From an optimization exercise on the open Yosys and OpenROAD flow, aimed at small area; shortcuts taken in it are not production practice. In this exercise RTL edits were held to simulation tests only and were not proved equivalent to the original. The clock port is modelled as an ideal driver, which makes a skipped or thinned clock tree look cheaper than it is; a real chip needs a root buffer or a tree. Power figures rest on the tool's default switching activity, not on a simulated workload.

==> flow/design.v <==
module top_level(input wire clk, input wire rst, input wire[7:0] data, input wire[3:0] address, input wire wr, output wire[3:0] ch0_audio, ch1_audio, ch2_audio);
genvar i;
reg[7:0] ch0_freq;
reg[7:0] ch0_p_vol;
reg[7:0] ch0_nduty;
reg[5:0] ch0_ctrl;
reg[7:0] ch1_freq;
reg[7:0] ch1_p_vol;
reg[7:0] ch1_nduty;
reg[4:0] ch1_ctrl;
reg[7:0] ch2_freq;
reg[7:0] ch2_sample;
reg[4:0] ch2_ctrl;
wire[7:0] wdata = {8{~rst}} & data;
wire lo = wr & ~address[3];
wire hi = wr & address[3];
always @(posedge clk)
begin
	if(rst | (lo & (address[2:0] == 3'd0))) ch0_freq <= wdata;
	if(rst | (lo & (address[2:0] == 3'd1))) ch0_p_vol <= wdata;
	if(rst | (lo & (address[2:0] == 3'd2))) ch0_nduty <= ~wdata;
	if(rst | (lo & (address[2:0] == 3'd3))) ch0_ctrl <= wdata[5:0];
	if(rst | (lo & (address[2:0] == 3'd4))) ch1_freq <= wdata;
	if(rst | (lo & (address[2:0] == 3'd5))) ch1_p_vol <= wdata;
	if(rst | (lo & (address[2:0] == 3'd6))) ch1_nduty <= ~wdata;
	if(rst | (lo & (address[2:0] == 3'd7))) ch1_ctrl <= wdata[4:0];
	if(rst | (hi & (address[1:0] == 2'd0))) ch2_freq <= wdata;
	if(rst | (hi & (address[1:0] == 2'd1))) ch2_sample <= wdata;
	if(rst | (hi & address[1])) ch2_ctrl <= wdata[4:0];
end
reg[9:0] dac_n;
wire[10:0] dac_b;
assign dac_b[0] = 1'b1;
generate for(i=0;i<10;i=i+1) begin: dac_borrow
	assign dac_b[i+1] = dac_b[i] & ~dac_n[i];
end endgenerate
always @(posedge clk)
	dac_n <= {10{rst}} | (dac_n ^ dac_b[9:0]);
reg[7:0] div0;
reg tick0;
wire div0_match = ~|(div0 ^ ch0_freq);
wire[8:0] div0_c;
assign div0_c[0] = 1'b1;
generate for(i=0;i<8;i=i+1) begin: div0_carry
	assign div0_c[i+1] = div0_c[i] & div0[i];
end endgenerate
always @(posedge clk) begin
	div0 <= {8{~(rst | div0_match)}} & (div0 ^ div0_c[7:0]);
	tick0 <= ~rst & div0_match;
end
reg[7:0] div1;
reg tick1;
wire div1_match = ~|(div1 ^ ch1_freq);
wire[8:0] div1_c;
assign div1_c[0] = 1'b1;
generate for(i=0;i<8;i=i+1) begin: div1_carry
	assign div1_c[i+1] = div1_c[i] & div1[i];
end endgenerate
always @(posedge clk) begin
	div1 <= {8{~(rst | div1_match)}} & (div1 ^ div1_c[7:0]);
	tick1 <= ~rst & div1_match;
end
reg[9:0] div2;
reg tick2;
wire div2_match = ~|(div2[9:2] ^ ch2_freq);
wire[10:0] div2_c;
assign div2_c[0] = 1'b1;
generate for(i=0;i<10;i=i+1) begin: div2_carry
	assign div2_c[i+1] = div2_c[i] & div2[i];
end endgenerate
always @(posedge clk) begin
	div2 <= {10{~(rst | div2_match)}} & (div2 ^ div2_c[9:0]);
	tick2 <= ~rst & div2_match;
end
reg[9:0] ch0_tri;
reg ch0_dir;
wire[10:0] ch0_tc;
assign ch0_tc[0] = tick0;
generate for(i=0;i<10;i=i+1) begin: ch0_toggle
	assign ch0_tc[i+1] = ch0_tc[i] & (ch0_tri[i] ^ ch0_dir);
end endgenerate
always @(posedge clk) begin
	ch0_tri <= {10{~rst}} & (ch0_tri ^ ch0_tc[9:0]);
	if(rst) ch0_dir <= 1'b0;
	else if(&ch0_tri) ch0_dir <= 1'b1;
	else if(ch0_tri == 10'd1) ch0_dir <= 1'b0;
end
reg[9:0] noise;
reg[3:0] noise_cnt;
wire noise_zero = ~|noise;
wire noise_load = tick0 & (noise_cnt == 4'd9);
wire[9:0] noise_d = {noise[2] ^ noise[5], noise[1] ^ noise[4], noise[0] ^ noise[3], noise[9:3]}
                    | {1'b0, noise_zero, 6'd0, noise_zero, 1'b0};
always @(posedge clk) begin
	noise <= {10{~rst}} & (noise ^ ({10{noise_load}} & noise_d));
	if(rst | noise_load) noise_cnt <= 4'd0;
	else if(tick0) noise_cnt <= noise_cnt + 4'd1;
end
reg[10:0] saw1;
wire[11:0] saw1_c;
assign saw1_c[0] = tick1;
generate for(i=0;i<11;i=i+1) begin: saw1_carry
	assign saw1_c[i+1] = saw1_c[i] & saw1[i];
end endgenerate
always @(posedge clk)
	saw1 <= {11{~rst}} & (saw1 ^ saw1_c[10:0]);
reg[7:0] sin_tri;
reg sin_dir;
reg[9:0] sin_acc;
wire[63:0] sin_carry_table = 64'hdfccc300fcf33020;
wire sin_carry = sin_carry_table[{sin_tri[4:0], sin_dir}];
wire[8:0] sin_tc;
assign sin_tc[0] = tick2;
generate for(i=0;i<8;i=i+1) begin: sin_toggle
	assign sin_tc[i+1] = sin_tc[i] & (sin_tri[i] ^ sin_dir);
end endgenerate
wire sin_flip = tick2 & (sin_dir ? (sin_tri[7:2] == 6'b100000 && !sin_tri[0]) : (sin_tri[7:1] == 7'b0111111));
wire[9:0] sin_add = {10{tick2}} & {{6{sin_tri[7]}}, sin_tri[7:4]};
wire[10:0] sin_cy;
assign sin_cy[0] = tick2 & sin_carry;
wire[9:0] sin_sum;
generate for(i=0;i<10;i=i+1) begin: sin_adder
	assign sin_sum[i] = sin_acc[i] ^ sin_add[i] ^ sin_cy[i];
	assign sin_cy[i+1] = (sin_acc[i] & sin_add[i]) | (sin_acc[i] & sin_cy[i]) | (sin_add[i] & sin_cy[i]);
end endgenerate
always @(posedge clk) begin
	sin_tri <= {8{~rst}} & (sin_tri ^ sin_tc[7:0]);
	sin_dir <= ~rst & (sin_dir ^ sin_flip);
	sin_acc <= {10{~rst}} & sin_sum;
end
function gt_count(input [9:0] a, input [9:0] n);
	integer k; reg g;
	begin
		g = 1'b0;
		for(k=0;k<10;k=k+1) g = (a[k] & n[k]) | (a[k] & g) | (n[k] & g);
		gt_count = g;
	end
endfunction
function gt_duty(input [7:0] t, input [7:0] nd);
	integer k; reg g;
	begin
		g = 1'b1;
		for(k=0;k<8;k=k+1) g = (t[k] & nd[k]) | (t[k] & g) | (nd[k] & g);
		gt_duty = ~g;
	end
endfunction
reg[9:0] s0;
always @(*)
	case(ch0_ctrl[5:4])
	2'b01: s0 = ch0_tri;
	2'b11: s0 = gt_duty(ch0_tri[9:2], ch0_nduty) ? {ch0_p_vol, 2'b00} : 10'd0;
	default: s0 = noise;
	endcase
wire[9:0] s1 = ch1_ctrl[4] ? saw1[10:1] : (gt_duty(saw1[10:3], ch1_nduty) ? {ch1_p_vol, 2'b00} : 10'd0);
wire[9:0] s2 = ch2_ctrl[4] ? sin_acc : {ch2_sample, 2'b00};
assign ch0_audio = ch0_ctrl[3:0] & {4{gt_count(s0, dac_n)}};
assign ch1_audio = ch1_ctrl[3:0] & {4{gt_count(s1, dac_n)}};
assign ch2_audio = ch2_ctrl[3:0] & {4{gt_count(s2, dac_n)}};
endmodule
export LEC_CHECK = 0
export CAP_MARGIN = 20
export CORE_MARGIN = 2
export CORE_UTILIZATION = 40
export CTS_BUF_LIST = sky130_fd_sc_hd__clkbuf_8
export SLEW_MARGIN = 20
create_clock -name core_clock -period 10.0 [get_ports {clk}]
run.sh (not shown) runs the stock make flow with config.mk's settings and CLKGATE_MAP_FILE= SYNTH_SCRIPT=/design/flow/synth_recipe.tcl, a recipe that flattens the netlist after the stock synthesis.
Next try:
==> flow/flow/run.sh (new file) <==
#!/bin/bash
# Layout flow: the standard ORFS flow (standard.sh) with these changes:
#  - synthesis maps logic with an area-oriented ABC script (flow/abc_area.script)
#    in place of ORFS's delay-oriented one; everything else in synthesis is
#    the standard flow's own script, so the registers are the standard synthesis's;
#  - adders are left to ABC too (no ADDER_MAP_FILE), not mapped to ha/fa cells first;
#  - port buffers are sky130_fd_sc_hd__buf_1;
#  - CTS builds the tree from clkbuf_8 without dummy loads.
# Each tool's full output goes to the ORFS logs under orfs/logs; make's own
# output goes to flow.log here.
set -euo pipefail
here=$(pwd)
mkdir -p "$here/myflow"
# The standard flow's synthesis script, with synth.tcl patched to use our ABC script
sed "s#source \$::env(SCRIPTS_DIR)/synth.tcl#source $here/myflow/synth.tcl#" synth_recipe.tcl > "$here/myflow/synth_recipe.tcl"
sed 's#^source \$::env(SCRIPTS_DIR)/synth_preamble.tcl#&\nset abc_args [lreplace $abc_args 1 1 $::env(AREA_ABC_SCRIPT)]#' \
  "$FLOW_HOME/scripts/synth.tcl" > "$here/myflow/synth.tcl"
grep -q AREA_ABC_SCRIPT "$here/myflow/synth.tcl"
export AREA_ABC_SCRIPT="$here/flow/abc_area.script"
bash standard.sh \
  SYNTH_SCRIPT="$here/myflow/synth_recipe.tcl" \
  AREA_ABC_SCRIPT="$AREA_ABC_SCRIPT" \
  ADDER_MAP_FILE= \
  BUFFER_PORTS_ARGS="-buffer_cell sky130_fd_sc_hd__buf_1" \
  CTS_ARGS="-sink_clustering_enable -repair_clock_nets -dont_use_dummy_load -buf_list sky130_fd_sc_hd__clkbuf_8" \
  finish > "$here/flow.log" 2>&1
==> flow/flow/abc_area.script (new file) <==
strash
balance
rewrite
refactor
balance
rewrite
rewrite -z
balance
refactor -z
rewrite -z
balance
dch -f
amap
strash
dch -f
amap
==> flow/standard.sh (new file) <==
#!/bin/bash
# synth_recipe.tcl (not shown) runs the flow's synth.tcl, then flattens the netlist and writes it again
# the make line also repeats each setting of config.mk as NAME=value (left out here)
make -C /OpenROAD-flow-scripts/flow DESIGN_CONFIG=/design/flow/config.mk WORK_HOME=/design/flow/orfs CLKGATE_MAP_FILE= SYNTH_SCRIPT=/design/flow/synth_recipe.tcl "${@:-finish}"
==> flow/config.mk (replaced) <==
export PLATFORM = sky130hd
export DESIGN_NAME = top_level
export DESIGN_NICKNAME = top_level
export VERILOG_FILES = /design/flow/design.v
export SDC_FILE = /design/flow/constraint.sdc
export NUM_CORES = 4
export LEC_CHECK = 0
export CAP_MARGIN = 0
export CORE_MARGIN = 2
export CORE_UTILIZATION = 70
export GPL_TIMING_DRIVEN = 0
export PLACE_DENSITY = 0.85
export SLEW_MARGIN = 0
removed: flow/run.sh
After rerunning:
- count of clock-buffer cells in the layout stays the same
- synthesized area falls by 11%
- final cell count falls by 11%
- combinational power went down by about 20%
- final area came out lower by 14%
- worst setup slack is worse by 1.1 ns
- power goes down by 12%

---

RTL: the design.v shown in full above, as it stands there.
export LEC_CHECK = 0
export CAP_MARGIN = 20
export CORE_MARGIN = 2
export CORE_UTILIZATION = 40
export SLEW_MARGIN = 20
create_clock -name core_clock -period 10.0 [get_ports {clk}]
standard.sh (not shown) runs the stock make flow with config.mk's settings and CLKGATE_MAP_FILE= SYNTH_SCRIPT=/design/flow/synth_recipe.tcl, a recipe that flattens the netlist after the stock synthesis.
==> flow/flow/run.sh <==
#!/bin/bash
# Layout flow: the standard ORFS flow (standard.sh) with these changes:
#  - synthesis maps logic with an area-oriented ABC script (flow/abc_area.script)
#    in place of ORFS's delay-oriented one; everything else in synthesis is
#    the standard flow's own script, so the registers are the standard synthesis's;
#  - port buffers are sky130_fd_sc_hd__buf_1;
#  - CTS builds the tree from clkbuf_8 without dummy loads.
# Each tool's full output goes to the ORFS logs under orfs/logs; make's own
# output goes to flow.log here.
set -euo pipefail
here=$(pwd)
mkdir -p "$here/myflow"
# The standard flow's synthesis script, with synth.tcl patched to use our ABC script
sed "s#source \$::env(SCRIPTS_DIR)/synth.tcl#source $here/myflow/synth.tcl#" synth_recipe.tcl > "$here/myflow/synth_recipe.tcl"
sed 's#^source \$::env(SCRIPTS_DIR)/synth_preamble.tcl#&\nset abc_args [lreplace $abc_args 1 1 $::env(AREA_ABC_SCRIPT)]#' \
  "$FLOW_HOME/scripts/synth.tcl" > "$here/myflow/synth.tcl"
grep -q AREA_ABC_SCRIPT "$here/myflow/synth.tcl"
export AREA_ABC_SCRIPT="$here/flow/abc_area.script"
bash standard.sh \
  SYNTH_SCRIPT="$here/myflow/synth_recipe.tcl" \
  AREA_ABC_SCRIPT="$AREA_ABC_SCRIPT" \
  BUFFER_PORTS_ARGS="-buffer_cell sky130_fd_sc_hd__buf_1" \
  CTS_ARGS="-sink_clustering_enable -repair_clock_nets -dont_use_dummy_load -buf_list sky130_fd_sc_hd__clkbuf_8" \
  finish > "$here/flow.log" 2>&1
==> flow/flow/abc_area.script <==
strash
dch -f
amap
strash
dch -f
amap
Then changed:
CAP_MARGIN = 0   (was 20)
GPL_TIMING_DRIVEN = 0   (was unset)
SLEW_MARGIN = 0   (was 20)
Cell area fell by 0.30%. Final cell count is lower by 0.50%. Setup slack gets worse by 0.21 ns.
Then changed:
--- a/flow/flow/run.sh
+++ b/flow/flow/run.sh
@@ -5,0 +6 @@
+#  - adders are left to ABC too (no ADDER_MAP_FILE), not mapped to ha/fa cells first;
@@ -21,0 +23 @@
+  ADDER_MAP_FILE= \
==> flow/flow/abc_area.script (replaced) <==
strash
balance
rewrite
refactor
balance
rewrite
rewrite -z
balance
refactor -z
rewrite -z
balance
dch -f
amap
strash
dch -f
amap
The changed run finished with timing, DRC and antenna clean.
Via count grows by a few percent.
Final cell count went up by a few percent.
Power increases slightly.
Synthesized area is lower by a few percent.
Count of clock-buffer cells in the layout is unchanged.
Wire length rises slightly.
Die area fell by a few percent.
Then changed:
--- a/flow/flow/run.sh
+++ b/flow/flow/run.sh
@@ -6 +5,0 @@
-#  - adders are left to ABC too (no ADDER_MAP_FILE), not mapped to ha/fa cells first;
@@ -23 +21,0 @@
-  ADDER_MAP_FILE= \
@@ -25 +23 @@
-  CTS_ARGS="-sink_clustering_enable -repair_clock_nets -dont_use_dummy_load -buf_list sky130_fd_sc_hd__clkbuf_8" \
+  CTS_ARGS="-sink_clustering_enable -repair_clock_nets -dont_use_dummy_load -buf_list sky130_fd_sc_hd__clkbuf_8 -sink_clustering_size 30 -sink_clustering_max_diameter 120" \
==> flow/flow/abc_area.script (replaced) <==
strash
dch -f
amap
strash
dch -f
amap
CAP_MARGIN = 20   (was 0)
GPL_TIMING_DRIVEN = unset   (was 0)
SLEW_MARGIN = 20   (was 0)
- cell count drops by a few percent
- sequential power barely changes
- total power stays flat
- final area climbs by a few percent

---

Another version of the RTL of top_level (not shown whole).
Size: about 170 flip-flops, ~0.0073 mm² of cells after synthesis.
clock: 10.0 ns
lec_check: 0
cap_margin: 0
core_margin: 2
core_utilization: 70
gpl_timing_driven: 0
place_density: 0.85
slew_margin: 0
==> flow/flow/run.sh <==
#!/bin/bash
# Layout flow: the standard ORFS flow (standard.sh) with these changes:
#  - synthesis maps logic with an area-oriented ABC script (flow/abc_area.script)
#    in place of ORFS's delay-oriented one; everything else in synthesis is
#    the standard flow's own script, so the registers are the standard synthesis's;
#  - adders are left to ABC too (no ADDER_MAP_FILE), not mapped to ha/fa cells first;
#  - port buffers are sky130_fd_sc_hd__buf_1;
#  - the clock tree is built by flow/clock_tree.tcl (a root clkbuf_4 driving one
#    clkbuf_8 per group of about 17 flip-flops) in place of TritonCTS.
# Each tool's full output goes to the ORFS logs under orfs/logs; make's own
# output goes to flow.log here.
set -euo pipefail
here=$(pwd)
mkdir -p "$here/myflow"
# The standard flow's synthesis script, with synth.tcl patched to use our ABC script
sed "s#source \$::env(SCRIPTS_DIR)/synth.tcl#source $here/myflow/synth.tcl#" synth_recipe.tcl > "$here/myflow/synth_recipe.tcl"
sed 's#^source \$::env(SCRIPTS_DIR)/synth_preamble.tcl#&\nset abc_args [lreplace $abc_args 1 1 $::env(AREA_ABC_SCRIPT)]#' \
  "$FLOW_HOME/scripts/synth.tcl" > "$here/myflow/synth.tcl"
grep -q AREA_ABC_SCRIPT "$here/myflow/synth.tcl"
export AREA_ABC_SCRIPT="$here/flow/abc_area.script"
bash standard.sh \
  SYNTH_SCRIPT="$here/myflow/synth_recipe.tcl" \
  AREA_ABC_SCRIPT="$AREA_ABC_SCRIPT" \
  ADDER_MAP_FILE= \
  BUFFER_PORTS_ARGS="-buffer_cell sky130_fd_sc_hd__buf_1" \
  PRE_CTS_TCL="$here/flow/clock_tree.tcl" \
  finish > "$here/flow.log" 2>&1
==> flow/flow/abc_area.script <==
strash
balance
rewrite
refactor
balance
rewrite
rewrite -z
balance
refactor -z
rewrite -z
balance
dch -f
amap
strash
dch -f
amap
==> flow/flow/clock_tree.tcl <==
# Hand-built two-level clock tree: the clock port drives one root buffer, which
# drives one leaf buffer per group of flip-flops. The groups come from recursive
# bisection of the flip-flops' positions, so every leaf drives about as many.
proc ct_split {items k} {
  # items: list of {x y iterm}; returns list of k groups
  if {$k <= 1} { return [list $items] }
  set xs [lmap it $items {lindex $it 0}]
  set ys [lmap it $items {lindex $it 1}]
  set w [expr {[tcl::mathfunc::max {*}$xs] - [tcl::mathfunc::min {*}$xs]}]
  set h [expr {[tcl::mathfunc::max {*}$ys] - [tcl::mathfunc::min {*}$ys]}]
  set idx [expr {$w >= $h ? 0 : 1}]
  set sorted [lsort -real -index $idx $items]
  set k1 [expr {$k / 2}]
  set n1 [expr {int(round(double([llength $items]) * $k1 / $k))}]
  set a [lrange $sorted 0 [expr {$n1 - 1}]]
  set b [lrange $sorted $n1 end]
  return [concat [ct_split $a $k1] [ct_split $b [expr {$k - $k1}]]]
}
proc build_clock_tree {clkname nleaf rootcell leafcell} {
  set db [ord::get_db]
  set block [ord::get_db_block]
  set clknet [$block findNet $clkname]
  set items {}
  foreach it [$clknet getITerms] {
    set bb [[$it getInst] getBBox]
    lappend items [list [expr {([$bb xMin] + [$bb xMax]) / 2.0}] [expr {([$bb yMin] + [$bb yMax]) / 2.0}] $it]
  }
  set groups [ct_split $items $nleaf]
  set rootnet [odb::dbNet_create $block clknet_root]
  $rootnet setSigType CLOCK
  set sx 0; set sy 0
  set k 0
  foreach g $groups {
    set gx 0; set gy 0
    foreach it $g { set gx [expr {$gx + [lindex $it 0]}]; set gy [expr {$gy + [lindex $it 1]}] }
    set gx [expr {int($gx / [llength $g])}]; set gy [expr {int($gy / [llength $g])}]
    set sx [expr {$sx + $gx}]; set sy [expr {$sy + $gy}]
    set buf [odb::dbInst_create $block [$db findMaster $leafcell] clkleaf_$k]
    $buf setLocation $gx $gy
    $buf setPlacementStatus PLACED
    set net [odb::dbNet_create $block clknet_leaf_$k]
    $net setSigType CLOCK
    [$buf findITerm A] connect $rootnet
    [$buf findITerm X] connect $net
    foreach it $g {
      set iterm [lindex $it 2]
      $iterm disconnect
      $iterm connect $net
    }
    incr k
  }
  set root [odb::dbInst_create $block [$db findMaster $rootcell] clkroot]
  $root setLocation [expr {int($sx / $nleaf)}] [expr {int($sy / $nleaf)}]
  $root setPlacementStatus PLACED
  [$root findITerm A] connect $clknet
  [$root findITerm X] connect $rootnet
}

# Used as PRE_CTS_TCL: build the tree here, and make the CTS step's own
# clock_tree_synthesis call a no-op that only marks the clock as propagated.
# About 17 flip-flops per clkbuf_8 keeps their clock slew near 110 ps.
set ct_sinks [llength [[[ord::get_db_block] findNet clk] getITerms]]
set ct_leaves [expr {max(1, int(ceil($ct_sinks / 17.5)))}]
puts "manual clock tree: $ct_sinks sinks, $ct_leaves leaf buffers"
build_clock_tree clk $ct_leaves sky130_fd_sc_hd__clkbuf_4 sky130_fd_sc_hd__clkbuf_8
global_connect
rename clock_tree_synthesis cts_not_used
proc clock_tree_synthesis {args} {
  set_propagated_clock [all_clocks]
  puts "clock_tree_synthesis skipped: the tree was built by flow/clock_tree.tcl"
}
Change:
--- a/flow/flow/run.sh
+++ b/flow/flow/run.sh
@@ -3 +3,2 @@
-#  - synthesis maps logic with an area-oriented ABC script (flow/abc_area.script)
+#  - synthesis maps logic with an area-oriented ABC script (flow/abc_area.script:
+#    two minutes of &deepsyn AIG optimisation, then amap)
==> flow/flow/abc_area.script (replaced) <==
strash
&get -n
&deepsyn -T 120
&put
dch -f
amap
strash
dch -f
amap
Result: The new run completed with no timing, DRC or antenna violations; sequential share of layout area came out higher by 0.74 points; global-route usage came out lower by 1.0 points; register-to-register slack is better by 350 ps; via count came out lower by 1.9%; worst hold slack is worse by 7.8 ps; worst setup slack is better by 650 ps; core utilization came out lower by 0.66 points; wire length came out lower by 4.5%.
Change:
--- a/flow/flow/run.sh
+++ b/flow/flow/run.sh
@@ -4 +4 @@
-#    two minutes of &deepsyn AIG optimisation, then amap)
+#    five minutes of &deepsyn AIG optimisation, then amap)
@@ -8 +8,2 @@
-#  - port buffers are sky130_fd_sc_hd__buf_1;
+#  - port buffers are sky130_fd_sc_hd__buf_1, except the reset port's, which
+#    flow/reset_buffer.tcl makes a buf_4 before the placement resizer;
@@ -26,0 +28 @@
+  PRE_RESIZE_TCL="$here/flow/reset_buffer.tcl" \
==> flow/flow/abc_area.script (replaced) <==
strash
&get -n
&deepsyn -T 300
&put
dch -f
amap
strash
dch -f
amap
==> flow/flow/reset_buffer.tcl (new file) <==
# Used as PRE_RESIZE_TCL: the reset port fans out to about a hundred gates, more
# than the buf_1 port buffer can drive. Make its port buffer a buf_4 before
# repair_design, which would otherwise add a buf_12 after it.
set rst_net [[[ord::get_db_block] findBTerm rst] getNet]
foreach it [$rst_net getITerms] {
  set inst [$it getInst]
  if {[[$inst getMaster] getName] eq "sky130_fd_sc_hd__buf_1"} {
    puts "reset port buffer [$inst getName]: buf_1 -> buf_4"
    replace_cell [get_cells [$inst getName]] sky130_fd_sc_hd__buf_4
  }
}
estimate_parasitics -placement
Outcome: The changed run finished with timing, DRC and antenna clean; routed wire length is higher by 1.5%; register-to-register slack gets worse by 60 ps; cell count stays the same; sequential power is about the same; design area barely changes; utilization is lower by 0.15 points.
Change:
--- a/flow/flow/run.sh
+++ b/flow/flow/run.sh
@@ -4 +4 @@
-#    five minutes of &deepsyn AIG optimisation, then amap)
+#    two minutes of &deepsyn AIG optimisation, then amap)
@@ -8,4 +8,3 @@
-#  - port buffers are sky130_fd_sc_hd__buf_1, except the reset port's, which
-#    flow/reset_buffer.tcl makes a buf_4 before the placement resizer;
-#  - the clock tree is built by flow/clock_tree.tcl (a root clkbuf_4 driving one
-#    clkbuf_8 per group of about 17 flip-flops) in place of TritonCTS.
+#  - port buffers are sky130_fd_sc_hd__buf_1;
+#  - the clock tree is built by flow/clock_tree.tcl (a root clkbuf_8 driving one
+#    clkbuf_4 per group of about 11 flip-flops) in place of TritonCTS.
@@ -28 +26,0 @@
-  PRE_RESIZE_TCL="$here/flow/reset_buffer.tcl" \
==> flow/flow/abc_area.script (replaced) <==
strash
&get -n
&deepsyn -T 120
&put
dch -f
amap
strash
dch -f
amap
--- a/flow/flow/clock_tree.tcl
+++ b/flow/flow/clock_tree.tcl
@@ -61 +61 @@
-# About 17 flip-flops per clkbuf_8 keeps their clock slew near 110 ps.
+# About 11 flip-flops per clkbuf_4 keeps their clock slew near 120 ps.
@@ -63 +63 @@
-set ct_leaves [expr {max(1, int(ceil($ct_sinks / 17.5)))}]
+set ct_leaves [expr {max(1, int(ceil($ct_sinks / 11.0)))}]
@@ -65 +65 @@
-build_clock_tree clk $ct_leaves sky130_fd_sc_hd__clkbuf_4 sky130_fd_sc_hd__clkbuf_8
+build_clock_tree clk $ct_leaves sky130_fd_sc_hd__clkbuf_8 sky130_fd_sc_hd__clkbuf_4
removed: flow/flow/reset_buffer.tcl
The changed run completed with no timing, DRC or antenna violations; global-route usage goes up by 0.33 points; maximum frequency goes up by 2.4%; wire length goes up by 0.63%; worst setup slack is better by 150 ps; area after synthesis is unchanged; cell area is about the same; synthesized cell count is unchanged; power goes down by 0.58%; combinational power goes up by about 0.9%; sequential cell count does not change.
No run of this note takes its clock network from TritonCTS; it comes from the design's own scripts or RTL.

[separate check: timing with driven ports]
How much do the figures lean on ideal ports? The routed layouts below were timed once more, with nothing changed but the port constraints. Step 1: set_driving_cell puts a clkbuf_16 on clk and a buf_2 on each other input, an assumption about the parent block. Step 2 adds t to the input delays and takes it off the output delays; t is the mean of the earliest and latest rising clock arrival at the registers after step 1. Input paths then give back, and output paths get back, about the clock's delay inside the block. a / b / c = no drivers / after step 1 / after step 2; a / b = the first two.
run | t (ns) | setup WS [ns] | pins driven straight from the clock port
the first run of note 1 | 0.493 | 4.288 / 4.288 / 4.288 | 1
the second run of note 1 | 0.476 | 3.190 / 3.152 / 3.627 | 1
the first run of note 2 | 0.474 | 3.728 / 3.690 / 4.164 | 1
the second run of note 2 | 0.477 | 3.517 / 3.480 / 3.956 | 1
the third run of note 2 | 0.487 | 3.162 / 3.123 / 3.610 | 1
the fourth run of note 2 | 0.474 | 3.728 / 3.690 / 4.164 | 1
the first run of note 3 | 0.575 | 3.167 / 3.134 / 3.709 | 1
the second run of note 3 | 0.559 | 3.812 / 3.779 / 4.338 | 1
the third run of note 3 | 0.570 | 3.724 / 3.687 / 4.257 | 1
the fourth run of note 3 | 0.477 | 3.871 / 3.837 / 4.314 | 1
After both steps every run listed still meets setup and hold.
